Background: an optimization exercise with open tools, aiming at small area. Do not read the settings as production practice.
Function was checked by simulation only, so behaviour that the tests miss may differ from the original.
No activity file was given, so power comes from the tool's default toggle rates. The flow treats the clock pin as an ideal source, which a real chip does not have.

$ cat flow/config.mk
export PLATFORM = sky130hd
export DESIGN_NAME = draw_regctrl
export DESIGN_NICKNAME = draw_regctrl
export VERILOG_FILES = /design/flow/design.v
export SDC_FILE = /design/flow/constraint.sdc
export NUM_CORES = 4
export LEC_CHECK = 0
export ABC_AREA = 1
export CAP_MARGIN = 20
export CORE_MARGIN = 2
export CORE_UTILIZATION = 70
export SLEW_MARGIN = 20
export SYNTH_HIERARCHICAL = 1
export SYNTH_MINIMUM_KEEP_SIZE = 0
$ cat flow/constraint.sdc
create_clock -name core_clock -period 3.3 [get_ports {CLK}]
set_input_delay 0.6600 -clock core_clock [delete_from_list [all_inputs] [get_ports {CLK}]]
set_output_delay 0.6600 -clock core_clock [all_outputs]
set_load 0.01 [all_outputs]
$ cat flow/design.v
module sel2
(
  input  a,
  input  s,
  input  b,
  input  sn,
  output y
);
assign y = (a & s) | (b & sn);
endmodule
module aoi222
(
  input  a1, b1, a2, b2, a3, b3,
  output y
);
assign y = !((a1 & b1) | (a2 & b2) | (a3 & b3));
endmodule
module aoi22
(
  input  a1, b1, a2, b2,
  output y
);
assign y = !((a1 & b1) | (a2 & b2));
endmodule
module nand3g
(
  input  a, b, c,
  output y
);
assign y = !(a & b & c);
endmodule
module or2g
(
  input  a, b,
  output y
);
assign y = a | b;
endmodule
module selw #(parameter W = 1)
(
  input  [W-1:0] a,
  input          s,
  input  [W-1:0] b,
  input          sn,
  output [W-1:0] y
);
genvar k;
generate for(k = 0; k < W; k = k + 1) begin : B
        sel2 m(.a(a[k]), .s(s), .b(b[k]), .sn(sn), .y(y[k]));
end endgenerate
endmodule
module ao3
(
  input  a1, b1, a2, b2, a3, b3,
  output y
);
assign y = (a1 & b1) | (a2 & b2) | (a3 & b3);
endmodule
module ao4
(
  input  a1, b1, a2, b2, a3, b3, a4, b4,
  output y
);
assign y = (a1 & b1) | (a2 & b2) | (a3 & b3) | (a4 & b4);
endmodule
module ao5
(
  input  a1, b1, a2, b2, a3, b3, a4, b4, a5, b5,
  output y
);
assign y = (a1 & b1) | (a2 & b2) | (a3 & b3) | (a4 & b4) | (a5 & b5);
endmodule
module ao6
(
  input  a1, b1, a2, b2, a3, b3, a4, b4, a5, b5, a6, b6,
  output y
);
assign y = (a1 & b1) | (a2 & b2) | (a3 & b3) | (a4 & b4) | (a5 & b5) | (a6 & b6);
endmodule
module draw_regctrl
(
  input       	CLK,
  input       	RST_X,
  input       	INIT,
  input [11:0]	ERROR,
  input       	CIF_DRWSEL,
  input [3:0]	CIF_REGWRITE,
  input       	CIF_REGREAD,
  input [3:0]	CIF_REGADR,
  input [31:0]	CIF_REGWDATA,
  input       	BUSY_PIXEL,
  input       	BUSY_ADD,
  input       	BUSY_INTERR,
  input       	WORKINGDRW,
  output [31:0]	DRW_REGRDATA,
  output       	REG_EODL,
  output [22:0]	REG_SETFRAME_VRAMADR,
  output [9:0]	REG_SETFRAME_WIDTH,
  output [9:0]	REG_SETFRAME_HEIGHT,
  output [9:0]	REG_SETDRAWAREA_POSX,
  output [9:0]	REG_SETDRAWAREA_POSY,
  output [9:0]	REG_SETDRAWAREA_SIZX,
  output [9:0]	REG_SETDRAWAREA_SIZY,
  output       	REG_SETTEXTURE_FMT,
  output [22:0]	REG_SETTEXTURE_VRAMADR,
  output [9:0]	REG_SETTEXTURE_WIDTH,
  output [9:0]	REG_SETTEXTURE_HEIGHT,
  output [31:0]	REG_SETFCOLOR,
  output       	REG_SETSTMODE,
  output [3:0]	REG_SETSCOLOR_MASK,
  output [31:0]	REG_SETSCOLOR_L,
  output [31:0]	REG_SETSCOLOR_H,
  output       	REG_SETBLENDOFF,
  output [2:0]	REG_SETBLENDALPHA_A,
  output [2:0]	REG_SETBLENDALPHA_B,
  output [2:0]	REG_SETBLENDALPHA_C,
  output [2:0]	REG_SETBLENDALPHA_D,
  output [2:0]	REG_SETBLENDALPHA_E,
  output [7:0]	REG_SETBLENDALPHA_SRCCA,
  output [31:0]	REG_SETBLENDALPHA_COEF0,
  output [31:0]	REG_SETBLENDALPHA_COEF1,
  output [10:0]	REG_PATBLT_DPOSX,
  output [10:0]	REG_PATBLT_DPOSY,
  output [9:0]	REG_PATBLT_DSIZX,
  output [9:0]	REG_PATBLT_DSIZY,
  output [10:0]	REG_BITBLT_DPOSX,
  output [10:0]	REG_BITBLT_DPOSY,
  output [9:0]	REG_BITBLT_DSIZX,
  output [9:0]	REG_BITBLT_DSIZY,
  output [9:0]	REG_BITBLT_SPOSX,
  output [9:0]	REG_BITBLT_SPOSY,
  output       	READYPAT_ADD,
  output       	READYBIT_ADD,
  output       	STARTBLT_ADD,
  output       	READYPAT_PIXEL,
  output       	READYBIT_PIXEL,
  output       	STARTBLT_PIXEL,
  output [3:0]	ERROR_REGCTRL,
  output       	INIT_REGCTRL,
  output [9:0]	REQ_ON_COUNT,
  output [9:0]	REQ_OFF_COUNT
);
wire acc       = CIF_DRWSEL;
wire a_ctrl    = (CIF_REGADR == 4'd0);
wire a_cmd     = (CIF_REGADR == 4'd3);
wire rd_acc    = acc & CIF_REGREAD;
reg ex_wr, ex_val;
always @ (posedge CLK or negedge RST_X) begin
        if( !RST_X ) begin
                ex_wr  <= 1'b0;
                ex_val <= 1'b0;
        end else if(INIT) begin
                ex_wr  <= 1'b0;
                ex_val <= 1'b0;
        end else if(acc & CIF_REGWRITE[0] & a_ctrl) begin
                ex_wr  <= 1'b1;
                ex_val <= CIF_REGWDATA[0];
        end
end
wire exe_is0 = ex_wr & !ex_val;
wire exe_is1 = ex_wr &  ex_val;
reg init_q, exe_q;
always @ (posedge CLK or negedge RST_X) begin
        if( !RST_X ) begin
                init_q <= 1'b0;
                exe_q  <= 1'b0;
        end else begin
                init_q <= exe_is0;
                exe_q  <= exe_is1;
        end
end
assign INIT_REGCTRL = exe_is0 & !init_q;
wire   exe_pls      = exe_is1 & !exe_q;
reg  [31:0] r_CMD;
wire [31:0] cmd_d;
wire [3:0]  cmd_we = {4{acc & a_cmd}} & CIF_REGWRITE;
genvar gb;
generate for(gb = 0; gb < 32; gb = gb + 1) begin : CMDB
        sel2 m(.a(CIF_REGWDATA[gb]), .s(cmd_we[gb/8]), .b(r_CMD[gb]), .sn(!cmd_we[gb/8]), .y(cmd_d[gb]));
end endgenerate
always @ (posedge CLK)
        r_CMD <= cmd_d;
reg  [3:0] rWrSave;
wire       push = &rWrSave;
always @ (posedge CLK or negedge RST_X) begin
        if( !RST_X )
                rWrSave <= 4'd0;
        else if(INIT | !(acc & a_cmd))
                rWrSave <= 4'd0;
        else
                rWrSave <= CIF_REGWRITE | (rWrSave & {4{!push}});
end
wire nI = !INIT;
wire a_on  = acc & (CIF_REGADR == 4'd4);
wire a_off = acc & (CIF_REGADR == 4'd5);
reg  [10-1:0] r_REQ_ON_COUNT; 
wire [10-1:0] r_REQ_ON_COUNT_d; 
wire ld_r_REQ_ON_COUNT = (a_on) & nI; 
wire hd_r_REQ_ON_COUNT = (!a_on) & nI; 
selw #(10) m_r_REQ_ON_COUNT(.a(CIF_REGWDATA[9:0]), .s(ld_r_REQ_ON_COUNT), .b(r_REQ_ON_COUNT), .sn(hd_r_REQ_ON_COUNT), .y(r_REQ_ON_COUNT_d)); 
always @ (posedge CLK or negedge RST_X) 
        if( !RST_X ) r_REQ_ON_COUNT <= {10{1'b0}}; 
        else r_REQ_ON_COUNT <= r_REQ_ON_COUNT_d;
reg  [10-1:0] r_REQ_OFF_COUNT; 
wire [10-1:0] r_REQ_OFF_COUNT_d; 
wire ld_r_REQ_OFF_COUNT = (a_off) & nI; 
wire hd_r_REQ_OFF_COUNT = (!a_off) & nI; 
selw #(10) m_r_REQ_OFF_COUNT(.a(CIF_REGWDATA[9:0]), .s(ld_r_REQ_OFF_COUNT), .b(r_REQ_OFF_COUNT), .sn(hd_r_REQ_OFF_COUNT), .y(r_REQ_OFF_COUNT_d)); 
always @ (posedge CLK or negedge RST_X) 
        if( !RST_X ) r_REQ_OFF_COUNT <= {10{1'b0}}; 
        else r_REQ_OFF_COUNT <= r_REQ_OFF_COUNT_d;
assign REQ_ON_COUNT  = r_REQ_ON_COUNT;
assign REQ_OFF_COUNT = r_REQ_OFF_COUNT;
reg dbg;
always @ (posedge CLK or negedge RST_X) begin
        if( !RST_X )
                dbg <= 1'b0;
        else
                dbg <= 1'b1;
end
reg  [11:0] rErrSave;
wire [11:0] err_d;
wire        err_ld = |ERROR;
selw #(12) m_err(.a(ERROR), .s(err_ld & !INIT), .b(rErrSave), .sn(!err_ld & dbg & !INIT), .y(err_d));
always @ (posedge CLK)
        rErrSave <= err_d;
reg r_ERR;
always @ (posedge CLK or negedge RST_X) begin
        if( !RST_X )
                r_ERR <= 1'b0;
        else if(INIT)
                r_ERR <= 1'b0;
        else if(acc & (CIF_REGADR > 4'd6))
                r_ERR <= 1'b1;
end
reg [3:0]  wptr, rptr;
reg [4:0]  count;
reg [31:0] r_dout;
reg        r_over;
wire       full  = count[4];
wire       empty = (count == 5'd0);
wire       executable;
wire       do_wr = push & !full;
wire       do_rd = executable & !empty;
wire [15:0] wsel = {16{do_wr}} & (16'd1 << wptr);
wire [15:0] rsel = {16{do_rd}} & (16'd1 << rptr);
wire [31:0] word [0:15];
genvar gw;
generate for(gw = 0; gw < 16; gw = gw + 1) begin : MEM
        reg  [31:0] w;
        wire [31:0] d;
        for(gb = 0; gb < 32; gb = gb + 1) begin : B
                sel2 m(.a(r_CMD[gb]), .s(wsel[gw]), .b(w[gb]), .sn(!wsel[gw]), .y(d[gb]));
        end
        always @ (posedge CLK)
                w <= d;
        assign word[gw] = w;
end endgenerate
wire [31:0] dout_d;
wire        dout_hold = !do_rd & dbg;
generate for(gb = 0; gb < 32; gb = gb + 1) begin : RD
        wire [5:0] t;
        wire [1:0] v;
        aoi222 a0(.a1(word[0][gb]),  .b1(rsel[0]),  .a2(word[1][gb]),  .b2(rsel[1]),  .a3(word[2][gb]),  .b3(rsel[2]),  .y(t[0]));
        aoi222 a1(.a1(word[3][gb]),  .b1(rsel[3]),  .a2(word[4][gb]),  .b2(rsel[4]),  .a3(word[5][gb]),  .b3(rsel[5]),  .y(t[1]));
        aoi222 a2(.a1(word[6][gb]),  .b1(rsel[6]),  .a2(word[7][gb]),  .b2(rsel[7]),  .a3(word[8][gb]),  .b3(rsel[8]),  .y(t[2]));
        aoi222 a3(.a1(word[9][gb]),  .b1(rsel[9]),  .a2(word[10][gb]), .b2(rsel[10]), .a3(word[11][gb]), .b3(rsel[11]), .y(t[3]));
        aoi222 a4(.a1(word[12][gb]), .b1(rsel[12]), .a2(word[13][gb]), .b2(rsel[13]), .a3(word[14][gb]), .b3(rsel[14]), .y(t[4]));
        aoi22  a5(.a1(word[15][gb]), .b1(rsel[15]), .a2(r_dout[gb]),   .b2(dout_hold),   .y(t[5]));
        nand3g n0(.a(t[0]), .b(t[1]), .c(t[2]), .y(v[0]));
        nand3g n1(.a(t[3]), .b(t[4]), .c(t[5]), .y(v[1]));
        or2g   o(.a(v[0]), .b(v[1]), .y(dout_d[gb]));
end endgenerate
always @ (posedge CLK)
        r_dout <= dout_d;
always @ (posedge CLK or negedge RST_X) begin
        if( !RST_X ) begin
                wptr   <= 4'd0;
                rptr   <= 4'd0;
                count  <= 5'd0;
                r_over <= 1'b0;
        end else begin
                if(do_wr)
                        wptr <= wptr + 1'b1;
                if(do_rd)
                        rptr <= rptr + 1'b1;
                if(do_wr & !do_rd)
                        count <= count + 1'b1;
                else if(do_rd & !do_wr)
                        count <= count - 1'b1;
                r_over <= push & full;
        end
end
wire [6:0]  rs;
genvar ga;
generate for(ga = 0; ga < 7; ga = ga + 1) begin : RS
        assign rs[ga] = rd_acc & (CIF_REGADR == ga) & nI;
end endgenerate
wire        rhd  = !(rd_acc & (CIF_REGADR != 4'd3) & (CIF_REGADR < 4'd7)) & nI;
wire        rs1d = rs[1] & dbg;
reg  [27:0] r_REGDATA;
wire [27:0] rdd;
ao6 rb0(.a1(rs[0]), .b1(ex_val), .a2(rs[1]), .b2(WORKINGDRW), .a3(rs[2]), .b3(count[0]),
        .a4(rs[4]), .b4(r_REQ_ON_COUNT[0]), .a5(rs[5]), .b5(r_REQ_OFF_COUNT[0]), .a6(rhd), .b6(r_REGDATA[0]), .y(rdd[0]));
generate for(ga = 1; ga < 5; ga = ga + 1) begin : RB4
        if(ga == 3) begin : D
                ao5 m(.a1(rs[2]), .b1(count[ga]), .a2(rs[4]), .b2(r_REQ_ON_COUNT[ga]), .a3(rs[5]), .b3(r_REQ_OFF_COUNT[ga]),
                      .a4(rs[6]), .b4(dbg), .a5(rhd), .b5(r_REGDATA[ga]), .y(rdd[ga]));
        end else begin : C
                ao4 m(.a1(rs[2]), .b1(count[ga]), .a2(rs[4]), .b2(r_REQ_ON_COUNT[ga]), .a3(rs[5]), .b3(r_REQ_OFF_COUNT[ga]),
                      .a4(rhd), .b4(r_REGDATA[ga]), .y(rdd[ga]));
        end
end endgenerate
generate for(ga = 5; ga < 10; ga = ga + 1) begin : RB3
        ao3 m(.a1(rs[4]), .b1(r_REQ_ON_COUNT[ga]), .a2(rs[5]), .b2(r_REQ_OFF_COUNT[ga]), .a3(rhd), .b3(r_REGDATA[ga]), .y(rdd[ga]));
end endgenerate
assign rdd[15:10] = 6'd0;
ao3 rb16(.a1(rs1d), .b1(rErrSave[0]), .a2(rs[2]), .b2(empty), .a3(rhd), .b3(r_REGDATA[16]), .y(rdd[16]));
ao3 rb17(.a1(rs1d), .b1(rErrSave[1]), .a2(rs[2]), .b2(full),  .a3(rhd), .b3(r_REGDATA[17]), .y(rdd[17]));
selw #(10) rb18(.a(rErrSave[11:2]), .s(rs1d), .b(r_REGDATA[27:18]), .sn(rhd), .y(rdd[27:18]));
always @ (posedge CLK or negedge RST_X) begin
        if( !RST_X )
                r_REGDATA <= 28'd0;
        else
                r_REGDATA <= rdd;
end
assign DRW_REGRDATA = {4'd0, r_REGDATA};
localparam P_IDLE0 = 3'd0, P_IDLE1 = 3'd1, P_CMD1 = 3'd2, P_CMD1S = 3'd3,
           P_CMD2  = 3'd4, P_CMD2S = 3'd5, P_CMD3 = 3'd6, P_CMD4  = 3'd7;
localparam C_FRAME = 3'd0, C_DRAWAREA = 3'd1, C_TEXTURE = 3'd2, C_FCOLOR = 3'd3,
           C_SCOLOR = 3'd4, C_BLENDALPHA = 3'd5, C_PATBLT = 3'd6, C_BITBLT = 3'd7;
reg exe_valid;
always @ (posedge CLK or negedge RST_X) begin
        if( !RST_X )
                exe_valid <= 1'b0;
        else if(INIT)
                exe_valid <= 1'b0;
        else if(exe_pls)
                exe_valid <= 1'b1;
end
assign executable = exe_valid & !(BUSY_PIXEL | BUSY_ADD | BUSY_INTERR);
reg  [31:0] r_stkdata;
wire [31:0] stk_d;
generate for(gb = 0; gb < 32; gb = gb + 1) begin : STK
        sel2 m(.a(r_dout[gb]), .s(executable), .b(r_stkdata[gb]), .sn(!executable), .y(stk_d[gb]));
end endgenerate
always @ (posedge CLK)
        r_stkdata <= stk_d;
wire [7:0] op = r_stkdata[31:24];
reg        op_multi;
reg  [2:0] op_cls;
always @* begin
        op_multi = 1'b1;
        op_cls   = C_FRAME;
        case(op)
                8'h20: op_cls = C_FRAME;
                8'h21: op_cls = C_DRAWAREA;
                8'h22: op_cls = C_TEXTURE;
                8'h23: op_cls = C_FCOLOR;
                8'h31: op_cls = C_SCOLOR;
                8'h33: op_cls = C_BLENDALPHA;
                8'h81: op_cls = C_PATBLT;
                8'h82: op_cls = C_BITBLT;
                default: op_multi = 1'b0;
        endcase
end
reg [2:0] ph;
reg [2:0] cls;   
always @ (posedge CLK or negedge RST_X) begin
        if( !RST_X )
                ph <= P_IDLE0;
        else if(INIT)
                ph <= P_IDLE0;
        else case(ph)
                P_IDLE0: if(executable) ph <= P_IDLE1;
                P_IDLE1: ph <= executable ? P_CMD1 : P_CMD1S;
                P_CMD1:  if(executable & op_multi) ph <= P_CMD2;
                P_CMD1S: if(executable) ph <= op_multi ? P_CMD2S : P_CMD1;
                P_CMD2:  if(executable) ph <= (cls == C_FCOLOR) ? P_CMD1 : P_CMD3;
                P_CMD2S: if(executable) ph <= P_CMD1;
                P_CMD3:  if(executable) ph <= (cls == C_BITBLT) ? P_CMD4 : P_CMD1;
                P_CMD4:  if(executable) ph <= P_CMD1;
        endcase
end
always @ (posedge CLK) begin
        if(ph == P_CMD1 && executable)
                cls <= op_cls;
end
wire in1 = ((ph == P_CMD1) | (ph == P_CMD1S)) & executable;
wire in2 = (ph == P_CMD2) & executable;
wire in3 = (ph == P_CMD3) & executable;
wire in4 = (ph == P_CMD4) & executable;
wire ld1_eodl   = in1 & (op == 8'h0F);
wire ld1_tex    = in1 & (op == 8'h22);
wire ld1_stmode = in1 & (op == 8'h30);
wire ld1_scolor = in1 & (op == 8'h31);
wire ld1_boff   = in1 & (op == 8'h32);
wire ld1_balpha = in1 & (op == 8'h33);
wire ld2_frame  = in2 & (cls == C_FRAME);
wire ld2_area   = in2 & (cls == C_DRAWAREA);
wire ld2_tex    = in2 & (cls == C_TEXTURE);
wire ld2_fcolor = in2 & (cls == C_FCOLOR);
wire ld2_scolor = in2 & (cls == C_SCOLOR);
wire ld2_balpha = in2 & (cls == C_BLENDALPHA);
wire ld2_pat    = in2 & (cls == C_PATBLT);
wire ld2_bit    = in2 & (cls == C_BITBLT);
wire ld3_frame  = in3 & (cls == C_FRAME);
wire ld3_area   = in3 & (cls == C_DRAWAREA);
wire ld3_tex    = in3 & (cls == C_TEXTURE);
wire ld3_scolor = in3 & (cls == C_SCOLOR);
wire ld3_balpha = in3 & (cls == C_BLENDALPHA);
wire ld3_pat    = in3 & (cls == C_PATBLT);
wire ld3_bit    = in3 & (cls == C_BITBLT);
wire ld4_bit    = in4;
wire [31:0] sd = r_stkdata;
reg  [23-1:0] r_setframe_vramadr; 
wire [23-1:0] r_setframe_vramadr_d; 
wire ld_r_setframe_vramadr = (ld2_frame) & nI; 
wire hd_r_setframe_vramadr = (!ld2_frame) & nI; 
selw #(23) m_r_setframe_vramadr(.a(sd[22:0]), .s(ld_r_setframe_vramadr), .b(r_setframe_vramadr), .sn(hd_r_setframe_vramadr), .y(r_setframe_vramadr_d)); 
always @ (posedge CLK or negedge RST_X) 
        if( !RST_X ) r_setframe_vramadr <= {23{1'b0}}; 
        else r_setframe_vramadr <= r_setframe_vramadr_d;
reg  [20-1:0] r_setframe_wh; 
wire [20-1:0] r_setframe_wh_d; 
wire ld_r_setframe_wh = (ld3_frame) & nI; 
wire hd_r_setframe_wh = (!ld3_frame) & nI; 
selw #(20) m_r_setframe_wh(.a({sd[25:16], sd[9:0]}), .s(ld_r_setframe_wh), .b(r_setframe_wh), .sn(hd_r_setframe_wh), .y(r_setframe_wh_d)); 
always @ (posedge CLK or negedge RST_X) 
        if( !RST_X ) r_setframe_wh <= {20{1'b0}}; 
        else r_setframe_wh <= r_setframe_wh_d;
reg  [20-1:0] r_setdrawarea_pos; 
wire [20-1:0] r_setdrawarea_pos_d; 
wire ld_r_setdrawarea_pos = (ld2_area) & nI; 
wire hd_r_setdrawarea_pos = (!ld2_area) & nI; 
selw #(20) m_r_setdrawarea_pos(.a({sd[25:16], sd[9:0]}), .s(ld_r_setdrawarea_pos), .b(r_setdrawarea_pos), .sn(hd_r_setdrawarea_pos), .y(r_setdrawarea_pos_d)); 
always @ (posedge CLK or negedge RST_X) 
        if( !RST_X ) r_setdrawarea_pos <= {20{1'b0}}; 
        else r_setdrawarea_pos <= r_setdrawarea_pos_d;
reg  [20-1:0] r_setdrawarea_siz; 
wire [20-1:0] r_setdrawarea_siz_d; 
wire ld_r_setdrawarea_siz = (ld3_area) & nI; 
wire hd_r_setdrawarea_siz = (!ld3_area) & nI; 
selw #(20) m_r_setdrawarea_siz(.a({sd[25:16], sd[9:0]}), .s(ld_r_setdrawarea_siz), .b(r_setdrawarea_siz), .sn(hd_r_setdrawarea_siz), .y(r_setdrawarea_siz_d)); 
always @ (posedge CLK or negedge RST_X) 
        if( !RST_X ) r_setdrawarea_siz <= {20{1'b0}}; 
        else r_setdrawarea_siz <= r_setdrawarea_siz_d;
reg  [1-1:0] r_settexture_fmt; 
wire [1-1:0] r_settexture_fmt_d; 
wire ld_r_settexture_fmt = (ld1_tex) & nI; 
wire hd_r_settexture_fmt = (!ld1_tex) & nI; 
selw #(1) m_r_settexture_fmt(.a(sd[0]), .s(ld_r_settexture_fmt), .b(r_settexture_fmt), .sn(hd_r_settexture_fmt), .y(r_settexture_fmt_d)); 
always @ (posedge CLK or negedge RST_X) 
        if( !RST_X ) r_settexture_fmt <= {1{1'b0}}; 
        else r_settexture_fmt <= r_settexture_fmt_d;
reg  [23-1:0] r_settexture_vramadr; 
wire [23-1:0] r_settexture_vramadr_d; 
wire ld_r_settexture_vramadr = (ld2_tex) & nI; 
wire hd_r_settexture_vramadr = (!ld2_tex) & nI; 
selw #(23) m_r_settexture_vramadr(.a(sd[22:0]), .s(ld_r_settexture_vramadr), .b(r_settexture_vramadr), .sn(hd_r_settexture_vramadr), .y(r_settexture_vramadr_d)); 
always @ (posedge CLK or negedge RST_X) 
        if( !RST_X ) r_settexture_vramadr <= {23{1'b0}}; 
        else r_settexture_vramadr <= r_settexture_vramadr_d;
reg  [20-1:0] r_settexture_wh; 
wire [20-1:0] r_settexture_wh_d; 
wire ld_r_settexture_wh = (ld3_tex) & nI; 
wire hd_r_settexture_wh = (!ld3_tex) & nI; 
selw #(20) m_r_settexture_wh(.a({sd[25:16], sd[9:0]}), .s(ld_r_settexture_wh), .b(r_settexture_wh), .sn(hd_r_settexture_wh), .y(r_settexture_wh_d)); 
always @ (posedge CLK or negedge RST_X) 
        if( !RST_X ) r_settexture_wh <= {20{1'b0}}; 
        else r_settexture_wh <= r_settexture_wh_d;
reg  [32-1:0] r_setfcolor; 
wire [32-1:0] r_setfcolor_d; 
wire ld_r_setfcolor = (ld2_fcolor) & nI; 
wire hd_r_setfcolor = (!ld2_fcolor) & nI; 
selw #(32) m_r_setfcolor(.a(sd), .s(ld_r_setfcolor), .b(r_setfcolor), .sn(hd_r_setfcolor), .y(r_setfcolor_d)); 
always @ (posedge CLK or negedge RST_X) 
        if( !RST_X ) r_setfcolor <= {32{1'b0}}; 
        else r_setfcolor <= r_setfcolor_d;
reg  [1-1:0] r_setstmode; 
wire [1-1:0] r_setstmode_d; 
wire ld_r_setstmode = (ld1_stmode) & nI; 
wire hd_r_setstmode = (!ld1_stmode) & nI; 
selw #(1) m_r_setstmode(.a(sd[0]), .s(ld_r_setstmode), .b(r_setstmode), .sn(hd_r_setstmode), .y(r_setstmode_d)); 
always @ (posedge CLK or negedge RST_X) 
        if( !RST_X ) r_setstmode <= {1{1'b0}}; 
        else r_setstmode <= r_setstmode_d;
reg  [4-1:0] r_setscolor_mask; 
wire [4-1:0] r_setscolor_mask_d; 
wire ld_r_setscolor_mask = (ld1_scolor) & nI; 
wire hd_r_setscolor_mask = (!ld1_scolor) & nI; 
selw #(4) m_r_setscolor_mask(.a(sd[3:0]), .s(ld_r_setscolor_mask), .b(r_setscolor_mask), .sn(hd_r_setscolor_mask), .y(r_setscolor_mask_d)); 
always @ (posedge CLK or negedge RST_X) 
        if( !RST_X ) r_setscolor_mask <= {4{1'b0}}; 
        else r_setscolor_mask <= r_setscolor_mask_d;
reg  [32-1:0] r_setscolor_l; 
wire [32-1:0] r_setscolor_l_d; 
wire ld_r_setscolor_l = (ld2_scolor) & nI; 
wire hd_r_setscolor_l = (!ld2_scolor) & nI; 
selw #(32) m_r_setscolor_l(.a(sd), .s(ld_r_setscolor_l), .b(r_setscolor_l), .sn(hd_r_setscolor_l), .y(r_setscolor_l_d)); 
always @ (posedge CLK or negedge RST_X) 
        if( !RST_X ) r_setscolor_l <= {32{1'b0}}; 
        else r_setscolor_l <= r_setscolor_l_d;
reg  [32-1:0] r_setscolor_h; 
wire [32-1:0] r_setscolor_h_d; 
wire ld_r_setscolor_h = (ld3_scolor) & nI; 
wire hd_r_setscolor_h = (!ld3_scolor) & nI; 
selw #(32) m_r_setscolor_h(.a(sd), .s(ld_r_setscolor_h), .b(r_setscolor_h), .sn(hd_r_setscolor_h), .y(r_setscolor_h_d)); 
always @ (posedge CLK or negedge RST_X) 
        if( !RST_X ) r_setscolor_h <= {32{1'b0}}; 
        else r_setscolor_h <= r_setscolor_h_d;
reg  [23-1:0] r_setblendalpha_abcds; 
wire [23-1:0] r_setblendalpha_abcds_d; 
wire ld_r_setblendalpha_abcds = (ld1_balpha) & nI; 
wire hd_r_setblendalpha_abcds = (!ld1_balpha & !ld1_boff) & nI; 
selw #(23) m_r_setblendalpha_abcds(.a(sd[22:0]), .s(ld_r_setblendalpha_abcds), .b(r_setblendalpha_abcds), .sn(hd_r_setblendalpha_abcds), .y(r_setblendalpha_abcds_d)); 
always @ (posedge CLK or negedge RST_X) 
        if( !RST_X ) r_setblendalpha_abcds <= {23{1'b0}}; 
        else r_setblendalpha_abcds <= r_setblendalpha_abcds_d;
reg  [32-1:0] r_setblendalpha_coef0; 
wire [32-1:0] r_setblendalpha_coef0_d; 
wire ld_r_setblendalpha_coef0 = (ld2_balpha) & nI; 
wire hd_r_setblendalpha_coef0 = (!ld2_balpha & !ld1_boff) & nI; 
selw #(32) m_r_setblendalpha_coef0(.a(sd), .s(ld_r_setblendalpha_coef0), .b(r_setblendalpha_coef0), .sn(hd_r_setblendalpha_coef0), .y(r_setblendalpha_coef0_d)); 
always @ (posedge CLK or negedge RST_X) 
        if( !RST_X ) r_setblendalpha_coef0 <= {32{1'b0}}; 
        else r_setblendalpha_coef0 <= r_setblendalpha_coef0_d;
reg  [32-1:0] r_setblendalpha_coef1; 
wire [32-1:0] r_setblendalpha_coef1_d; 
wire ld_r_setblendalpha_coef1 = (ld3_balpha) & nI; 
wire hd_r_setblendalpha_coef1 = (!ld3_balpha) & nI; 
selw #(32) m_r_setblendalpha_coef1(.a(sd), .s(ld_r_setblendalpha_coef1), .b(r_setblendalpha_coef1), .sn(hd_r_setblendalpha_coef1), .y(r_setblendalpha_coef1_d)); 
always @ (posedge CLK or negedge RST_X) 
        if( !RST_X ) r_setblendalpha_coef1 <= {32{1'b0}}; 
        else r_setblendalpha_coef1 <= r_setblendalpha_coef1_d;
reg  [22-1:0] r_patblt_dpos; 
wire [22-1:0] r_patblt_dpos_d; 
wire ld_r_patblt_dpos = (ld2_pat) & nI; 
wire hd_r_patblt_dpos = (!ld2_pat) & nI; 
selw #(22) m_r_patblt_dpos(.a({sd[26:16], sd[10:0]}), .s(ld_r_patblt_dpos), .b(r_patblt_dpos), .sn(hd_r_patblt_dpos), .y(r_patblt_dpos_d)); 
always @ (posedge CLK or negedge RST_X) 
        if( !RST_X ) r_patblt_dpos <= {22{1'b0}}; 
        else r_patblt_dpos <= r_patblt_dpos_d;
reg  [20-1:0] r_patblt_dsiz; 
wire [20-1:0] r_patblt_dsiz_d; 
wire ld_r_patblt_dsiz = (ld3_pat) & nI; 
wire hd_r_patblt_dsiz = (!ld3_pat) & nI; 
selw #(20) m_r_patblt_dsiz(.a({sd[25:16], sd[9:0]}), .s(ld_r_patblt_dsiz), .b(r_patblt_dsiz), .sn(hd_r_patblt_dsiz), .y(r_patblt_dsiz_d)); 
always @ (posedge CLK or negedge RST_X) 
        if( !RST_X ) r_patblt_dsiz <= {20{1'b0}}; 
        else r_patblt_dsiz <= r_patblt_dsiz_d;
reg  [22-1:0] r_bitblt_dpos; 
wire [22-1:0] r_bitblt_dpos_d; 
wire ld_r_bitblt_dpos = (ld2_bit) & nI; 
wire hd_r_bitblt_dpos = (!ld2_bit) & nI; 
selw #(22) m_r_bitblt_dpos(.a({sd[26:16], sd[10:0]}), .s(ld_r_bitblt_dpos), .b(r_bitblt_dpos), .sn(hd_r_bitblt_dpos), .y(r_bitblt_dpos_d)); 
always @ (posedge CLK or negedge RST_X) 
        if( !RST_X ) r_bitblt_dpos <= {22{1'b0}}; 
        else r_bitblt_dpos <= r_bitblt_dpos_d;
reg  [20-1:0] r_bitblt_dsiz; 
wire [20-1:0] r_bitblt_dsiz_d; 
wire ld_r_bitblt_dsiz = (ld3_bit) & nI; 
wire hd_r_bitblt_dsiz = (!ld3_bit) & nI; 
selw #(20) m_r_bitblt_dsiz(.a({sd[25:16], sd[9:0]}), .s(ld_r_bitblt_dsiz), .b(r_bitblt_dsiz), .sn(hd_r_bitblt_dsiz), .y(r_bitblt_dsiz_d)); 
always @ (posedge CLK or negedge RST_X) 
        if( !RST_X ) r_bitblt_dsiz <= {20{1'b0}}; 
        else r_bitblt_dsiz <= r_bitblt_dsiz_d;
reg  [20-1:0] r_bitblt_spos; 
wire [20-1:0] r_bitblt_spos_d; 
wire ld_r_bitblt_spos = (ld4_bit) & nI; 
wire hd_r_bitblt_spos = (!ld4_bit) & nI; 
selw #(20) m_r_bitblt_spos(.a({sd[25:16], sd[9:0]}), .s(ld_r_bitblt_spos), .b(r_bitblt_spos), .sn(hd_r_bitblt_spos), .y(r_bitblt_spos_d)); 
always @ (posedge CLK or negedge RST_X) 
        if( !RST_X ) r_bitblt_spos <= {20{1'b0}}; 
        else r_bitblt_spos <= r_bitblt_spos_d;
reg r_eodl, r_setblendoff, r_readyBit, r_readyPat, r_start;
always @ (posedge CLK or negedge RST_X) begin
        if( !RST_X ) begin
                r_eodl        <= 1'b0;
                r_setblendoff <= 1'b0;
                r_readyBit    <= 1'b0;
                r_readyPat    <= 1'b0;
                r_start       <= 1'b0;
        end else if(INIT) begin
                r_eodl        <= 1'b0;
                r_setblendoff <= 1'b0;
                r_readyBit    <= 1'b0;
                r_readyPat    <= 1'b0;
                r_start       <= 1'b0;
        end else begin
                r_eodl <= ld1_eodl;
                if(ld1_boff)
                        r_setblendoff <= 1'b1;
                else if(ld1_balpha)
                        r_setblendoff <= 1'b0;
                if(ph == P_CMD4) begin
                        r_readyBit <= 1'b1;
                        r_readyPat <= 1'b0;
                end else if(ph == P_CMD3 && cls == C_PATBLT) begin
                        r_readyBit <= 1'b0;
                        r_readyPat <= 1'b1;
                end
                r_start <= (ph == P_CMD4) | (ph == P_CMD3 && cls == C_PATBLT);
        end
end
assign REG_EODL                = r_eodl;
assign REG_SETFRAME_VRAMADR    = r_setframe_vramadr;
assign REG_SETFRAME_WIDTH      = r_setframe_wh[19:10];
assign REG_SETFRAME_HEIGHT     = r_setframe_wh[9:0];
assign REG_SETDRAWAREA_POSX    = r_setdrawarea_pos[19:10];
assign REG_SETDRAWAREA_POSY    = r_setdrawarea_pos[9:0];
assign REG_SETDRAWAREA_SIZX    = r_setdrawarea_siz[19:10];
assign REG_SETDRAWAREA_SIZY    = r_setdrawarea_siz[9:0];
assign REG_SETTEXTURE_FMT      = r_settexture_fmt;
assign REG_SETTEXTURE_VRAMADR  = r_settexture_vramadr;
assign REG_SETTEXTURE_WIDTH    = r_settexture_wh[19:10];
assign REG_SETTEXTURE_HEIGHT   = r_settexture_wh[9:0];
assign REG_SETFCOLOR           = r_setfcolor;
assign REG_SETSTMODE           = r_setstmode;
assign REG_SETSCOLOR_MASK      = r_setscolor_mask;
assign REG_SETSCOLOR_L         = r_setscolor_l;
assign REG_SETSCOLOR_H         = r_setscolor_h;
assign REG_SETBLENDOFF         = r_setblendoff;
assign REG_SETBLENDALPHA_A     = r_setblendalpha_abcds[22:20];
assign REG_SETBLENDALPHA_B     = r_setblendalpha_abcds[19:17];
assign REG_SETBLENDALPHA_C     = r_setblendalpha_abcds[16:14];
assign REG_SETBLENDALPHA_D     = r_setblendalpha_abcds[13:11];
assign REG_SETBLENDALPHA_E     = r_setblendalpha_abcds[10:8];
assign REG_SETBLENDALPHA_SRCCA = r_setblendalpha_abcds[7:0];
assign REG_SETBLENDALPHA_COEF0 = r_setblendalpha_coef0;
assign REG_SETBLENDALPHA_COEF1 = r_setblendalpha_coef1;
assign REG_PATBLT_DPOSX        = r_patblt_dpos[21:11];
assign REG_PATBLT_DPOSY        = r_patblt_dpos[10:0];
assign REG_PATBLT_DSIZX        = r_patblt_dsiz[19:10];
assign REG_PATBLT_DSIZY        = r_patblt_dsiz[9:0];
assign REG_BITBLT_DPOSX        = r_bitblt_dpos[21:11];
assign REG_BITBLT_DPOSY        = r_bitblt_dpos[10:0];
assign REG_BITBLT_DSIZX        = r_bitblt_dsiz[19:10];
assign REG_BITBLT_DSIZY        = r_bitblt_dsiz[9:0];
assign REG_BITBLT_SPOSX        = r_bitblt_spos[19:10];
assign REG_BITBLT_SPOSY        = r_bitblt_spos[9:0];
assign READYPAT_ADD            = r_readyPat;
assign READYBIT_ADD            = r_readyBit;
assign STARTBLT_ADD            = r_start;
assign READYPAT_PIXEL          = r_readyPat;
assign READYBIT_PIXEL          = r_readyBit;
assign STARTBLT_PIXEL          = r_start;
assign ERROR_REGCTRL           = {1'b0, r_over, 1'b0, r_ERR};
endmodule
$ cat flow/flow/run.sh
#!/bin/bash
# ORFS layout (the standard.sh) with these changes:
#  - synthesis is synth_recipe.tcl unchanged, except that ABC maps the
#    combinational logic with an area script (flow/area.abc);
#  - port buffers use the smallest buffer cell;
#  - the clock tree uses explicit buffer type and clustering.
set -euo pipefail
HERE=$(pwd)
export MY_ABC_SCRIPT=$HERE/flow/area.abc
export BUFFER_PORTS_ARGS="-buffer_cell sky130_fd_sc_hd__buf_1"
export CTS_ARGS="-sink_clustering_enable -repair_clock_nets -buf_list sky130_fd_sc_hd__clkbuf_16 -sink_clustering_size 32 -sink_clustering_max_diameter 75 -dont_use_dummy_load"
cat flow/abc_override.tcl synth_recipe.tcl > my_synth.tcl
sed "s#SYNTH_SCRIPT=[^ ]*#SYNTH_SCRIPT=$HERE/my_synth.tcl#" standard.sh > my_standard.sh
grep -q "SYNTH_SCRIPT=$HERE/my_synth.tcl" my_standard.sh
bash my_standard.sh > standard.log 2>&1
$ cat flow/flow/abc_override.tcl
# Run ABC with an area-oriented mapping script (amap) instead of ORFS's
# delay-oriented one. Registers are mapped before ABC and are untouched.
proc abc {args} {
  set i [lsearch $args -script]
  if {$i >= 0} { lset args [expr {$i+1}] $::env(MY_ABC_SCRIPT) }
  yosys abc {*}$args
}
$ cat flow/flow/area.abc
strash; dch -f; amap; topo
$ cat flow/standard.sh
#!/bin/bash
# synth_recipe.tcl (not shown) runs the flow's synth.tcl, then flattens the netlist and writes it again
# the make line also repeats each setting of config.mk as NAME=value (left out here)
make -C /OpenROAD-flow-scripts/flow DESIGN_CONFIG=/design/flow/config.mk WORK_HOME=/design/flow/orfs CLKGATE_MAP_FILE= SYNTH_SCRIPT=/design/flow/synth_recipe.tcl "${@:-finish}"
==> results of run 1 <==
## state kept, by name, summed over array words and instances (netlist names), 12 cells and up
signal / flops
MEM.w: 512
rErrSave: 12
r_CMD: 32
r_REGDATA: 22
r_bitblt_dpos: 22
r_bitblt_dsiz: 20
r_bitblt_spos: 20
r_dout: 32
r_patblt_dpos: 22
r_patblt_dsiz: 20
r_setblendalpha_abcds: 23
r_setblendalpha_coef0: 32
r_setblendalpha_coef1: 32
r_setdrawarea_pos: 20
r_setdrawarea_siz: 20
r_setfcolor: 32
r_setframe_vramadr: 23
r_setframe_wh: 20
r_setscolor_h: 32
r_setscolor_l: 32
r_settexture_vramadr: 23
r_settexture_wh: 20
r_stkdata: 32
## Yosys stat by module, one instance, submodules excluded, a selection
| module | flops+latches | times used | cells inside |
|---|---|---|---|
| ao3 | 0 | 7 | 2 |
| ao4 | 0 | 3 | 3 |
| ao5 | 0 | 1 | 3 |
| ao6 | 0 | 1 | 5 |
| aoi22 | 0 | 32 | 1 |
| aoi222 | 0 | 160 | 1 |
| draw_regctrl | 1117 | 1 | 1485 |
| nand3g | 0 | 64 | 1 |
| or2g | 0 | 32 | 1 |
| sel2 | 0 | 1037 | 1 |
## final cells by class
cell class	count	area [um2]	area share, %
multi-input combinational	1647	13400	30.6
sequential	1117	24900	56.8
tap	696	871	1.99
clock buffer	42	1050	2.40
antenna	3	7.51	0.0171
inverter	71	279	0.637
timing repair buffer	669	3320	7.58
## kinds of logic after synthesis
group / count (synthesis) / synth area share, %
AOI/OAI and AO/OA: 1289 / 29.5
other: 2 / 0.0196
adders and majority gates: 17 / 0.574
and+or+nand+nor: 328 / 4.05
buffers and inverters: 88 / 1.03
DFF: 1117 / 64.8
## per-layer routing
layer	wire, um	part of all wire [%]
met5	14	0.011
met4	7020	5.5
met3	16000	13
met2	58900	46
met1	46200	36
## worst paths after layout
check,start,to,slack [ps],cells past startpoint
max in group asynchronous,RST_X,r_setstmode$_DFF_PN0_,2140,2
setup reg to reg,count[1]$_DFFE_PN0P_,count[4]$_DFFE_PN0P_,230,17
setup / recovery,count[1]$_DFFE_PN0P_,count[4]$_DFFE_PN0P_,230,17
min in group core_clock,CIF_REGWDATA[21],r_CMD[21]$_DFF_P_,230,2
hold reg to reg,r_REGDATA[4]$_DFF_PN0_,r_REGDATA[4]$_DFF_PN0_,490,2
hold / removal,RST_X,r_setblendalpha_coef1[7]$_DFF_PN0_,150,1
## cell usage in the layout, fill, tap and decap left out, drive strengths merged, types with 33 or more instances in the layout
master	instances
nor2	104
clkbuf	43
a222oi	172
dfxtp	620
buf	668
nand2	43
or2	38
a22o	1037
clkinv	71
nand3	79
a22oi	33
dfrtp	494
## power breakdown
group	leakage, nW	switching, mW	internal, mW	total (mW)
logic	6.02	0.434	0.196	0.630
clock network	0.518	3.93	2.31	6.25
registers	11.9	0.520	13.7	14.2
## Yosys cell counts
| master | instances |
|---|---|
| nor3b_1 | 2 |
| o21bai_1 | 1 |
| o22a_1 | 2 |
| or3_1 | 4 |
| a31oi_1 | 3 |
| a222oi_1 | 172 |
| o32ai_1 | 2 |
| nor3_1 | 31 |
| edfxtp_1 | 3 |
| o2111ai_1 | 1 |
| nand4_1 | 6 |
| a22oi_1 | 33 |
| or2_0 | 38 |
| a22o_1 | 1037 |
| a21oi_1 | 21 |
| nand2_1 | 43 |
| dfxtp_1 | 620 |
| o22ai_1 | 6 |
| fa_1 | 1 |
| a31o_1 | 1 |
| or4_1 | 2 |
| clkinv_1 | 71 |
| nor4_1 | 8 |
| or3b_1 | 1 |
| nand3_1 | 79 |
| buf_4 | 17 |
| dfrtp_1 | 494 |
| conb_1 | 2 |
| ha_1 | 16 |
| o21ai_0 | 8 |
| nor2b_1 | 9 |
| a211oi_1 | 1 |
| nand3b_1 | 1 |
| nor2_1 | 104 |
| o221ai_1 | 1 |
==> metrics.md, run 1 <==
| Metric | Value |
|---|---|
| VDD IR-drop max | `0.487 mV` |
| Worst stage delay on the critical path | `about 460 ps` |
| GRT Max-Usage Layer | `met2` |
| Grt met1 use | `58.0%` |
| # rows | `85` |
| Tcrit/Tclk final | `93.1%` |
| Final instance area | `43800 um2` |
| WL/cell | `30.2 um` |
| Sequential element share of the synthesized area | `between 60 and 70%` |
| Max-slew violations | `0` |
| Syn_area_per_cell | `approximately 14 um2` |
| Clock transition at path regs | `110 ps` |
| WP data required | `about 3800 ps` |
| Cell chain of the critical path | `clkinv_1 -> nand2_1 -> nor4_1 -> buf_4 -> nor2_1 -> clkinv_1 -> ha_1 -> clkinv_1 -> ha_1 -> clkinv_1 -> nor2_1 -> or2_0 -> a21oi_1 -> nor2_1 -> a211oi_1 -> nor2_1 -> a21oi_1` |
| Top delay family on crit path | `simple AND/OR/NAND/NOR gates` |
| Power per Cell Area | `481 nW/um2` |
| Top cell type's share of synthesized area | `about a third` |
| Final Util | `81.1%` |
| Clock Skews | `61.4 ps` |
| Met2 Track Usage GR | `68.9%` |
| Clk sinks | `1117` |
| Crit path launch type | `register` |
| Initial DRC Count | `4892` |
| CP bufs+invs | `5` |
| Pwr Total | `21.1 mW` |
| Fin crit period | `3070 ps` |
| Static Leak | `roughly 18 nW` |
| Worst skew pair latency | `630 ps` |
| Arrival @ worst endpoint | `3610 ps` |
| Clk buf depth | `3` |
| Ranking of synthesized cells by area | `dfxtp_1 (32%), dfrtp_1 (32%), a22o_1 (24%)` |
| DRT antenna net count | `0` |
| Critical path class | `register to register` |
| Core area | `54000 um2` |
| Die Span X | `238 um` |
| I/O pin total | `545` |
| Initial Util | `71.0%` |
| Fraction of layout cells with a size suffix above 1 | `6.99%` |
| Synth Cell Area | `roughly 38000 um2` |
| Placement Setup Slack | `4.56 ps` |
| Post-CTS Resized | `0` |
| Netlist cell types | `35` |
| Post-layout net count | `3626` |
| Root Driver | `clkbuf_16` |
| Number of synthesis warnings | `7` |
| Final Hold Vio Count | `0` |
| Placed Area | `42700 um2` |
| Post-synthesis register bit count | `between 1000 and 1500` |
| Setup TNS | `0 ps` |
| Synth area leader | `dfxtp_1` |
| Final hold slack | `147 ps` |
| Status | `finished clean` |
| Placed Cells | `4200` |
| Least-Margin Pin Slew | `1070 ps` |
| First-pass GRT wire length | `191 mm` |
| Syn Inst Count | `2841` |
| Layout area overhead | `14.1%` |
| Max FO, Critical Path | `6` |
| Port Buffers | `532` |
| Vias in the first global route | `about 31000` |
| Fin cells | `4245` |
| Fmax | `325 MHz` |
| Dpl hpwl | `81.5 mm` |
| CTS buffer count | `42` |
| CP max-delay cell | `dfrtp_1` |
| Drc violations | `0` |
| DRT Pass-1 Iters | `10` |
| Via count | `31900` |
| Min setup slack post-route | `227 ps` |
| Final wirelength | `128 mm` |
| Postcts setup bufs | `0` |
| CTS tree | `built` |
| RSZ-0062 raised after global routing | `false` |
| Pin count of the biggest net entering global routing | `84` |
| GR Layer Usage met3 | `10.3%` |
| Slew HR | `28.3%` |
| Worst setup EP type | `register` |
| DIE AREA | `56700 um2` |
| Die H | `about 240 um` |
| H-tree depth | `2` |
| Final Setup Violations | `0` |
| Hold Buf Count CTS | `0` |
| Total track usage | `44.1%` |
| DR vias/cell | `7.51` |
| Max_cap viols | `0` |
| Gpl congestion | `about 0.95` |
| Antenna violations before repair | `2` |
| Layout fillers | `3192` |
| Hold Crit Class | `input port to async pin` |
| GR Overflow Total | `0` |
==> run 2, diff against run 1 <==
--- a/flow/flow/run.sh
+++ b/flow/flow/run.sh
@@ -8,7 +8,7 @@
 HERE=$(pwd)
 export MY_ABC_SCRIPT=$HERE/flow/area.abc
 export BUFFER_PORTS_ARGS="-buffer_cell sky130_fd_sc_hd__buf_1"
-export CTS_ARGS="-sink_clustering_enable -repair_clock_nets -buf_list sky130_fd_sc_hd__clkbuf_16 -sink_clustering_size 32 -sink_clustering_max_diameter 75 -dont_use_dummy_load"
+export CTS_ARGS="-sink_clustering_enable -repair_clock_nets -buf_list sky130_fd_sc_hd__clkbuf_16 -sink_clustering_size 30 -sink_clustering_max_diameter 75 -dont_use_dummy_load"
 cat flow/abc_override.tcl synth_recipe.tcl > my_synth.tcl
 sed "s#SYNTH_SCRIPT=[^ ]*#SYNTH_SCRIPT=$HERE/my_synth.tcl#" standard.sh > my_standard.sh
 grep -q "SYNTH_SCRIPT=$HERE/my_synth.tcl" my_standard.sh
==> run 2 against run 1 <==
  * Still clean
  * Sequential share of layout area is 0.055 points lower
  * Fmax barely moved
  * Register-to-register slack is essentially flat
  * Utilization grew 0.079 points
  * Combinational power shrank 0.6%
  * Sequential power is essentially flat
  * Critical path type unchanged
  * Critical endpoint unchanged
==> metrics.md, run 2 <==
| Metric | Value |
|---|---|
| DR vias/cell | `7.52 (about the same)` |
| Layout fillers | `3203 (+0.34%)` |
| Placement Setup Slack | `4.56 ps (unchanged)` |
| Vias in the first global route | `30600 (-0.11%)` |
| Cell chain of the critical path | `clkinv_1 -> nand2_1 -> nor4_1 -> buf_4 -> nor2_1 -> clkinv_1 -> ha_1 -> clkinv_1 -> ha_1 -> clkinv_1 -> nor2_1 -> or2_0 -> a21oi_1 -> nor2_1 -> a211oi_1 -> nor2_1 -> a21oi_1` |
| Postcts setup bufs | `0 (unchanged)` |
| H-tree depth | `2 (unchanged)` |
| Cell with the most instances after synthesis | `a22o_1` |
| Slew HR | `25.7% (-2.6 points)` |
| CTS buffer count | `44 (+4.8%)` |
| Pin count of the biggest net entering global routing | `84 (unchanged)` |
| Top cell type's share of synthesized area | `32.3% (unchanged)` |
| Drc violations | `0 (unchanged)` |
| Worst skew pair latency | `640 ps (about the same)` |
| Layout area overhead | `14.2% (about the same)` |
| First-pass GRT wire length | `192 mm (+0.32%)` |
| Post-layout net count | `3628 (+0.055%)` |
| Hold Crit Class | `input port to async pin` |
| Core area | `54000 um2 (unchanged)` |
| Ranking of synthesized cells by area | `dfxtp_1 (32%), dfrtp_1 (32%), a22o_1 (24%)` |
| CP max-delay cell | `dfrtp_1` |
| Worst setup EP type | `register` |
| Max_cap viols | `0 (unchanged)` |
| # rows | `85 (unchanged)` |
| Worst reg2reg endpoint | `count[4]$_DFFE_PN0P_` |
| Status | `finished clean` |
| Arrival @ worst endpoint | `3610 ps (about the same)` |
| Least-Margin Pin Slew | `1110 ps (+38.6 ps)` |
| Clock Skews | `60.8 ps (-0.590 ps)` |
| Main flop type after synthesis | `dfxtp_1` |
| R2R Setup Slk | `230 ps (about the same)` |
| Die Span X | `238 um (unchanged)` |
| Fmax | `326 MHz (about the same)` |
| Fin cells | `4244 (-0.024%)` |
| Placed Cells | `4200 (unchanged)` |
| Port Buffers | `532 (unchanged)` |
| Final Setup Violations | `0 (unchanged)` |
| Largest register FFs | `512 (unchanged)` |
| Die H | `238 um (unchanged)` |
| Clk sinks | `1117 (unchanged)` |
| Most frequent cells in the layout | `a22o_1 (1037), dfxtp_1 (613), buf_1 (530), dfrtp_1 (494), a222oi_1 (172)` |
| Min setup slack post-route | `229 ps (+2.20 ps)` |
| Final Hold Vio Count | `0 (unchanged)` |
| Total track usage | `44.2% (+0.12 points)` |
| DRT Pass-1 Iters | `13 (+3)` |
| Synth Area in Simple Gates | `4.05% (unchanged)` |
| Largest family of logic cells by synthesized area | `compound AO/OA/AOI/OAI gates` |
| Fin crit period | `3070 ps (-2.20 ps)` |
| Crit path launch type | `register` |
| Count of flip-flops with a built-in enable after synthesis | `3 (unchanged)` |
| Worst stage delay on the critical path | `460 ps (about the same)` |
| RR Startpoint | `count[1]$_DFFE_PN0P_` |
| I/O pin total | `545 (unchanged)` |
| Final Util | `81.1% (about the same)` |
| Final instance area | `43800 um2 (about the same)` |
| Gpl congestion | `0.951 (unchanged)` |
| Fraction of layout cells with a size suffix above 1 | `7.05% (+0.052 points)` |
| Initial DRC Count | `4951 (+1.2%)` |
| DRT antenna net count | `0 (unchanged)` |
| Most common cell after layout, fill and taps aside | `a22o_1` |
| FF-to-FF path depth | `17 (unchanged)` |
| DIE AREA | `56700 um2 (unchanged)` |
| Post-synthesis compound-gate area fraction | `29.5% (unchanged)` |
| Placed Area | `42700 um2 (unchanged)` |
| GR Overflow Total | `0 (unchanged)` |
| Power per Cell Area | `485 nW/um2 (+0.67%)` |
| Critical path class | `register to register` |
| Static Leak | `18.5 nW (+0.13%)` |
| Async set-or-reset flop fraction in the synthesized netlist | `44.2% (unchanged)` |
| Netlist cell types | `35 (unchanged)` |
| CP Launch Point | `count[1]$_DFFE_PN0P_` |
| Number of synthesis warnings | `7 (unchanged)` |
| Antenna violations before repair | `2 (unchanged)` |
| RSZ-0062 raised after global routing | `false` |
| Dpl hpwl | `81.5 mm (unchanged)` |
| Synth Cell Area | `38400 um2 (unchanged)` |
| CTS tree | `built` |
| Initial Util | `71.0% (unchanged)` |
| Ant. Diodes | `0 (-3)` |
| Root Driver | `clkbuf_16` |
| Tcrit/Tclk final | `93.1% (about the same)` |
| Reg with most FFs | `MEM.w` |
| Pwr Total | `21.2 mW (+0.77%)` |
| Sequential element share of the synthesized area | `64.8% (unchanged)` |
| Via count | `31900 (+0.063%)` |
| Synth area leader | `dfxtp_1` |
| Max FO, Critical Path | `6 (unchanged)` |
| Post-CTS Resized | `0 (unchanged)` |
| VDD IR-drop max | `0.470 mV (-3.5%)` |
| Clock transition at path regs | `110 ps (about the same)` |
| Syn Inst Count | `2841 (unchanged)` |
| Clk buf depth | `3 (unchanged)` |
| Hold Buf Count CTS | `0 (unchanged)` |
| Mux share of post-synthesis cell area | `0% (unchanged)` |
| Syn_area_per_cell | `13.5 um2 (unchanged)` |
| Post-synthesis adder-cell area fraction | `0.574% (unchanged)` |
| Final wirelength | `128 mm (about the same)` |
| Max-slew violations | `0 (unchanged)` |
| Synth Area in XOR/XNOR | `0% (unchanged)` |
| WL/cell | `30.2 um (about the same)` |
| WP data required | `3840 ps (about the same)` |
| Post-synthesis register bit count | `1117 (unchanged)` |
| Synth top cells by count | `a22o_1 (1037), dfxtp_1 (620), dfrtp_1 (494)` |
## run 2: metrics by stage
| step | hold WS (ps) | setup TNS, ps |
|---|---|---|
| 2_1_floorplan | 364 | -150400 |
| 3_3_place_gp | 448 | -1.50 |
| 3_5_place_dp | 459 | 0 |
| 4_1_cts | 136 | 0 |
| 5_1_grt | 175 | 0 |
| 6_report | 147 | 0 |
## run 2: worst max-delay path: cells and delay by family (launching register included)
family	cells	cell delay, ps
DFF	1	460
AOI/OAI and AO/OA	3	600
and+or+nand+nor	7	780
buffers and inverters	5	620
adders and majority gates	2	550
## run 2: final cells by class
cell class,count,area (um2),area share (%)
multi-input combinational,1647,13400,30.6
tap,696,871,1.99
sequential,1117,24900,56.7
timing repair buffer,669,3320,7.57
inverter,71,279,0.637
clock buffer,44,1100,2.51
## run 2: worst max-delay path by stage
stage	to	slack, ps	cells after the start
3_5_place_dp	count[4]$_DFFE_PN0P_	5	16
3_3_place_gp	count[4]$_DFFE_PN0P_	-1	16
4_1_cts	count[4]$_DFFE_PN0P_	270	17
6_report	count[4]$_DFFE_PN0P_	230	17
5_1_grt	count[4]$_DFFE_PN0P_	30	17
2_1_floorplan	MEM[10].w[0]$_DFF_P_	-300	6
## run 2: logic make-up after synthesis
family                     after synthesis
AOI/OAI and AO/OA                     1289
and+or+nand+nor                        328
buffers and inverters                   88
DFF                                   1117
other                                    2
adders and majority gates               17
## run 2: power breakdown
group | switching (mW) | internal, mW | leakage, nW
Sequential | 0.523 | 13.7 | 11.9
Combinational | 0.430 | 0.196 | 6.02
Clock | 3.99 | 2.42 | 0.542
Total | 4.95 | 16.3 | 18.5
## run 2: per-module statistics from Yosys, one instance, submodules excluded, excerpt
| module | flops+latches | cells inside |
|---|---|---|
| aoi22 | 0 | 1 |
| ao6 | 0 | 5 |
| nand3g | 0 | 1 |
| ao5 | 0 | 3 |
| sel2 | 0 | 1 |
| aoi222 | 0 | 1 |
| draw_regctrl | 1117 | 1485 |
| ao3 | 0 | 2 |
## run 2: layer usage
layer / routed length [um] / GRT usage (%) / vias to the layer above
met5: 22 / 0 / -
met4: 7900 / 24.1 / 4
met3: 15900 / 10.2 / 510
met2: 58100 / 68.0 / 2509
met1: 46300 / 58.6 / 15800
li1: - / - / 13100
==> run 3, diff against run 2 <==
--- a/flow/flow/run.sh
+++ b/flow/flow/run.sh
@@ -8,6 +8,9 @@
 HERE=$(pwd)
 export MY_ABC_SCRIPT=$HERE/flow/area.abc
 export BUFFER_PORTS_ARGS="-buffer_cell sky130_fd_sc_hd__buf_1"
+# keep the timing-driven placement's trial buffering virtual; repair_design
+# buffers the placed design afterwards
+export GPL_KEEP_OVERFLOW=0
 export CTS_ARGS="-sink_clustering_enable -repair_clock_nets -buf_list sky130_fd_sc_hd__clkbuf_16 -sink_clustering_size 30 -sink_clustering_max_diameter 75 -dont_use_dummy_load"
 cat flow/abc_override.tcl synth_recipe.tcl > my_synth.tcl
 sed "s#SYNTH_SCRIPT=[^ ]*#SYNTH_SCRIPT=$HERE/my_synth.tcl#" standard.sh > my_standard.sh
==> run 3 against run 2 <==
  * Synthesized cell count unchanged
  * The layout now fails its checks (negative setup slack)
  * Register-to-register slack got worse by 220 ps
  * Worst hold slack got worse by 130 ps
  * Clock skew decreased by 27 ps
==> metrics.md, run 3 <==
| Metric | Value |
|---|---|
| Status | `failed layout checks` |
| Fail Reasons | `negative setup slack` |
| Count of flip-flops with a built-in enable after synthesis | `3 (unchanged)` |
| GR Overflow Total | `0 (unchanged)` |
| FF-to-FF path depth | `14 (-3)` |
| DIE AREA | `56700 um2 (unchanged)` |
| Vias in the first global route | `30900 (+0.94%)` |
| H-tree depth | `2 (unchanged)` |
| Final Util | `82.8% (+1.6 points)` |
| Synth Cell Area | `38400 um2 (unchanged)` |
| Cell with the most instances after synthesis | `a22o_1` |
| Pin count of the biggest net entering global routing | `41 (-51%)` |
| Top cell type's share of synthesized area | `32.3% (unchanged)` |
| WP data required | `3870 ps (+30 ps)` |
| Fmax | `301 MHz (-7.4%)` |
| Slew HR | `18.4% (-7.3 points)` |
| Gpl congestion | `0.917 (-3.6%)` |
| Placed Cells | `4133 (-1.6%)` |
| Final Hold Vio Count | `0 (unchanged)` |
| Most frequent cells in the layout | `a22o_1 (1037), dfxtp_1 (607), buf_1 (530), dfrtp_1 (494), a222oi_1 (172)` |
| VDD IR-drop max | `0.587 mV (+25%)` |
| Worst skew pair latency | `640 ps (about the same)` |
| Root Driver | `clkbuf_16` |
| Syn_area_per_cell | `13.5 um2 (unchanged)` |
| First-pass GRT wire length | `195 mm (+1.9%)` |
| Worst setup EP type | `register` |
| I/O pin total | `545 (unchanged)` |
| CTS tree | `built` |
| Most common cell after layout, fill and taps aside | `a22o_1` |
| Arrival @ worst endpoint | `3890 ps (+280 ps)` |
| Port Buffers | `532 (unchanged)` |
| Clk buf depth | `3 (unchanged)` |
| WL/cell | `31.7 um (+4.8%)` |
| Die H | `238 um (unchanged)` |
| Async set-or-reset flop fraction in the synthesized netlist | `44.2% (unchanged)` |
| Reg with most FFs | `MEM.w` |
| Hold Crit Class | `input port to async pin` |
| Post-layout net count | `3587 (-1.1%)` |
| Main flop type after synthesis | `dfxtp_1` |
| Pwr Total | `21.3 mW (+0.45%)` |
| Netlist cell types | `35 (unchanged)` |
| Worst reg2reg endpoint | `count[4]$_DFFE_PN0P_` |
| Clk sinks | `1117 (unchanged)` |
| DRT antenna net count | `0 (unchanged)` |
| Syn Inst Count | `2841 (unchanged)` |
| Antenna violations before repair | `4 (+2)` |
| Die Span X | `238 um (unchanged)` |
| Layout area overhead | `16.5%` |
| Largest register FFs | `512 (unchanged)` |
| RR Startpoint | `exe_valid$_DFFE_PN0P_` |
| Fin cells | `4204 (-0.94%)` |
| CTS buffer count | `44 (unchanged)` |
| Dpl hpwl | `85.4 mm (+4.8%)` |
| Sequential element share of the synthesized area | `64.8% (unchanged)` |
| Initial DRC Count | `5432 (+9.7%)` |
| DRT Pass-1 Iters | `11 (-2)` |
| Layout fillers | `3006 (-6.2%)` |
| Critical path class | `input port to register` |
| # rows | `85 (unchanged)` |
| Min setup slack post-route | `-17.0 ps (-246 ps)` |
| Placement Setup Slack | `-1460 ps (-1470 ps)` |
| Power per Cell Area | `477 nW/um2 (-1.5%)` |
| Max_cap viols | `0 (unchanged)` |
| Tcrit/Tclk final | `101% (+7.5 points)` |
| Drc violations | `0 (unchanged)` |
| Initial Util | `71.0% (unchanged)` |
| Least-Margin Pin Slew | `1220 ps (+110 ps)` |
| Total track usage | `45.1% (+0.92 points)` |
| Fin crit period | `3320 ps (+246 ps)` |
| Post-synthesis register bit count | `1117 (unchanged)` |
| Final instance area | `44700 um2 (+2.0%)` |
| Max FO, Critical Path | `20 (+14)` |
| Synth top cells by count | `a22o_1 (1037), dfxtp_1 (620), dfrtp_1 (494)` |
| Crit path launch type | `input port` |
| Placed Area | `43300 um2 (+1.4%)` |
| Max-slew violations | `0 (unchanged)` |
| Static Leak | `18.6 nW (+0.89%)` |
| Number of synthesis warnings | `7 (unchanged)` |
| Clock Skews | `34.1 ps (-26.7 ps)` |
| Via count | `32400 (+1.5%)` |
| Final Setup Violations | `1 (+1)` |
| Final wirelength | `133 mm (+3.8%)` |
| DR vias/cell | `7.71 (+2.5%)` |
| Synth area leader | `dfxtp_1` |
| Fraction of layout cells with a size suffix above 1 | `7.21% (+0.17 points)` |
| R2R Setup Slk | `10 ps (-220 ps)` |
| Core area | `54000 um2 (unchanged)` |
| Ranking of synthesized cells by area | `dfxtp_1 (32%), dfrtp_1 (32%), a22o_1 (24%)` |
| Clock transition at path regs | `110 ps (about the same)` |
| Hold Buf Count CTS | `0 (unchanged)` |
[run 3: cell count changes in the layout (fill, tap and decap cells not counted), moves of 5 or more]
cell      before  now
buf_4        114   23
buf_8          0    5
buf_6          0    6
nor3_4         4   14
nor2_1        64   54
clkinv_4       0    5
clkinv_1      70   54
clkinv_2       0    9
nor3_2        11    4
buf_16         0   36
nor2_2        38   12
dfxtp_2        7   13
dfxtp_1      613  607
nor2_4         2   39
[run 3: final cells by class]
type | instances | area, um2 | share of cell area (%)
Antenna cell | 1 | 2.50 | 0.00560
Clock buffer | 44 | 1100 | 2.46
Inverter | 71 | 320 | 0.716
Multi-Input combinational cell | 1649 | 13700 | 30.7
Sequential cell | 1117 | 24900 | 55.7
Tap cell | 696 | 871 | 1.95
Timing Repair Buffer | 626 | 3790 | 8.47
[run 3: per-stage QoR]
stage | TNS, ps | hold WS, ps
after floorplan | -150400 | 364
after global placement | - | 449
after CTS | -5920 | 12.8
after global routing | -144 | 51.5
final | -17.0 | 21.5
after detailed placement | -362630 | 458
[run 3: logic make-up after synthesis]
kind of cell	after synthesis	synth area share (%)
AO/OA/AOI/OAI	1289	29.5
adder cells (fa/ha/maj)	17	0.574
buffers and inverters	88	1.03
flip-flops	1117	64.8
other	2	0.0196
AND/OR/NAND/NOR	328	4.05
[run 3: critical path, cell delays in order]
cell      delay, ps
buf_1           100
nor3_4          440
nand2_8         250
nor2_4          300
clkinv_1        250
ha_1            310
clkinv_1        110
ha_1            240
clkinv_1         70
nor2_1           50
or2_0           210
a21oi_1         220
nor2_1           70
a211oi_1        330
nor2_1          120
a21oi_1         150
[run 3: timing repair]
item / 4_1_cts / 5_1_grt
gates cloned: 1 / 1
pin swaps: 8 / 5
setup buffers: 8 / 16
resized for setup: 10 / 9
setup endpoints to repair: 630 / 458
[run 3: how the worst max path moves through the flow]
stage	cells past startpoint	startpoint	endpoint	slack, ps
2_1_floorplan	6	rWrSave[0]$_DFF_PN0_	MEM[10].w[0]$_DFF_P_	-300
3_3_place_gp	1	RST_X	r_REGDATA[5]$_DFF_PN0_	-22070
3_5_place_dp	8	BUSY_ADD	r_setfcolor[17]$_DFF_PN0_	-1460
4_1_cts	6	rWrSave[0]$_DFF_PN0_	MEM[15].w[7]$_DFF_P_	-120
5_1_grt	16	BUSY_ADD	count[4]$_DFFE_PN0P_	-140
6_report	16	BUSY_ADD	count[4]$_DFFE_PN0P_	-20
[run 3: routing by layer]
metal / track usage [%] / vias to the layer above / wire length (um)
li1: - / 13000 / -
met1: 59.0 / 16000 / 46600
met2: 70.0 / 2776 / 60900
met3: 9.58 / 632 / 16200
met4: 26.9 / 4 / 9380
met5: 0 / - / 27
[run 3: report_power, final]
| part | internal (mW) | switching [mW] |
|---|---|---|
| clock | 2.42 | 4.04 |
| sequential | 13.7 | 0.524 |
| combinational | 0.232 | 0.447 |
[run 3: Yosys stat by module (local to each module, per instance), a selection]
module	area [um2]	flops+latches	times used
ao3	13.8	0	7
ao4	17.5	0	3
ao5	21.3	0	1
ao6	27.5	0	1
aoi22	7.51	0	32
aoi222	10.0	0	160
draw_regctrl	26700	1117	1
nand3g	5.00	0	64
or2g	6.26	0	32
sel2	8.76	0	1037

## port drivers added, routing unchanged
The results above use ideal ports. As a check the final layouts listed here were re-extracted and re-timed, cells and wires unchanged. Step 1 sets driving cells, clkbuf_16 on the clock port and buf_2 on the other inputs (assumed; they add their load-dependent delay and slew). Step 2, shift: input delay + t, output delay - t, t = (earliest + latest rising clock arrival at the registers) / 2. This alone moves slack from input paths to output paths. Slacks: ideal / step 1 / step 2; pairs: ideal / step 1.
run | shift t [ns] | setup slack, ns | hold WS [ns] | latest minus earliest clock arrival (ns)
run 1 | 0.661 | 0.227 / 0.227 / -0.013 | 0.147 / 0.120 / 0.486 | 0.065 / 0.065
run 2 | 0.681 | 0.229 / 0.229 / -0.022 | 0.147 / 0.118 / 0.477 | 0.062 / 0.062
run 3 | 0.694 | -0.017 / 0.014 / -0.674 | 0.021 / -0.022 / 0.472 | 0.050 / 0.050
With both steps, setup timing fails in run 1 and run 2, where it was met with ideal ports. For run 3, which loses most, drivers alone change the setup slack by +0.031 ns; drivers and shift together by -0.657 ns.
